Background: an optimization exercise with open tools, aiming at small area, a short achievable clock period and few clock cycles per item. Do not read the settings as production practice.

==> run a: inputs <==
Design main, start of the top module:
module main (
    input wire [15:0] v, x,
    input wire clk, reset, start,
    output wire done,
    output wire [15:0] final_result
);
    reg [2:0] ph;
    reg done_r;
    reg [14:0] X2;
    reg [13:0] T;
    reg [15:0] F;
    wire ph0 = (ph == 3'd0);
    wire ph1 = (ph == 3'd1);
    wire ph2 = (ph == 3'd2);
    wire ph3 = (ph == 3'd3);
    wire ph4 = (ph == 3'd4);
    wire ph5 = (ph == 3'd5);
    wire [9:0] u1;
    pre85 p85 (.X2(X2), .u1(u1));
    wire [8:0] a23;
    pre2 p2 (.T(T), .s(ph2), .q(a23));
    wire [8:0] t9 = T[8:0];
    wire k1 = (t9 != 9'd0), k2 = (t9 >= 9'd90), k3 = (t9 >= 9'd179);
    wire k4 = (t9 >= 9'd268), k5 = (t9 >= 9'd357), k6 = (t9 >= 9'd446);
    wire [2:0] a4 = {k4, (k2 & ~k4) | k6, (k1 & ~k2) | (k3 & ~k4) | (k5 & ~k6)};
    wire [13:0] acc_a = ph1 ? 14'd2048 : F[13:0];
    wire [13:0] acc_b = ph1 ? {1'b1, ~X2[14:1]} : (ph3 ? ~T : T);
    wire acc_ci = ph1 ? ~X2[0] : ph3;
    wire [13:0] acc_n = acc_a + acc_b + {13'b0, acc_ci};
    wire [13:0] A = ({14{ph0}} & x[13:0]) | ({14{ph1}} & {4'b0, u1}) |
                    ({14{ph2 | ph3}} & {5'b0, a23}) | ({14{ph4}} & {11'b0, a4}) |
                    ({14{ph5}} & F[13:0]);
    wire [15:0] B = ph0 ? {{2{x[13]}}, x[13:0]} : (ph5 ? v : {1'b0, X2});
    wire [15:0] ea = ph4 ? {{2{F[13]}}, F[13:0]} : 16'd0;
    wire [8:0] eb = ph4 ? T[8:0] : 9'd0;
    wire [15:0] P;
    bmul mul (.a(A), .b(B), .neg(ph4), .rnd(ph2), .ea(ea), .eb(eb), .p(P));
    always @(posedge clk) begin
        if (reset) begin
            ph <= 3'd0;
            done_r <= 1'b0;
        end else begin
            case (ph)
                3'd0: if (start) begin ph <= 3'd1; done_r <= 1'b0; end
                3'd5: begin ph <= 3'd0; done_r <= 1'b1; end
                default: ph <= ph + 3'd1;
            endcase
        end
    end
    always @(posedge clk) begin
        if (ph0) X2 <= P[14:0];
        T <= P[13:0];
        if (ph4 | ph5) F <= P;
        else if (!ph0) F[13:0] <= acc_n;
    end
    assign done = done_r;
    assign final_result = F;
endmodule
export LEC_CHECK = 0
export ABC_AREA = 1
export CAP_MARGIN = 20
export CORE_MARGIN = 2
export CORE_UTILIZATION = 40
export SETUP_SLACK_MARGIN = 5
export SLEW_MARGIN = 20
create_clock -name core_clock -period 13.0 [get_ports {clk}]
run.sh (not shown) runs the stock make flow with config.mk's settings and CLKGATE_MAP_FILE= SYNTH_SCRIPT=/design/flow/synth_recipe.tcl, a recipe that flattens the netlist after the stock synthesis.
==> run b (differences from run a) <==
- SETUP_SLACK_MARGIN: 5 -> default
==> comparison <==
In run a the sequential share of layout area is lower than in run b, by 0.83 points.
Synthesized cell count is the same in run b and run a.
Between run b and run a, the lower critical path depth is in run a (gap 1).
Of run a and run b, run a has the higher final cell count (gap about 2.8%, measured against run b).
Against run b, the setup slack of run a is better by 1.4 ns.
==> figures <==
quantity	run b	run a
Buffers and inverters on the worst path	8	7
Final-layout clock buffer total	6	5
Total placed instance area	0.01217 mm2	0.01225 mm2
Clock transition at the registers of the reported paths	0.08 ns	0.07 ns
Fraction of area in registers	10.47%	9.639%
Buffers inserted by post-CTS timing repair	0	45
Clk cell area share	1.359%	1.093%
Actual transition at the worst max-transition pin	0.8994 ns	0.9564 ns
Run status	complete, no violations	complete, no violations
Average wire per standard cell	18.06 um	17.51 um
No run of this note included a check of the RTL's function; only the layout flow was run.

## re-timing with driven ports
The results above use ideal ports. As a check the final layouts listed here were re-extracted and re-timed, cells and wires unchanged.
Step 1, drivers: a clkbuf_16 drives clk and a buf_2 each remaining input, both assumed.
Step 2 also shifts input and output timing later by t, the mid clock arrival at the registers, as if the neighbouring blocks saw the same clock.
Three values: ideal ports, drivers, drivers and shift; two values: the first two.
| run | t (ns) | setup WS [ns] | worst setup path after step 2 | worst register clock-pin slew, ns |
|---|---|---|---|---|
| run a | 0.335 | 2.814 / 2.814 / 2.814 | register to register | 0.08 / 0.08 |
| run b | 0.342 | 1.439 / 1.439 / 1.439 | register to register | 0.08 / 0.08 |
After both steps setup and hold are still met in every run listed.
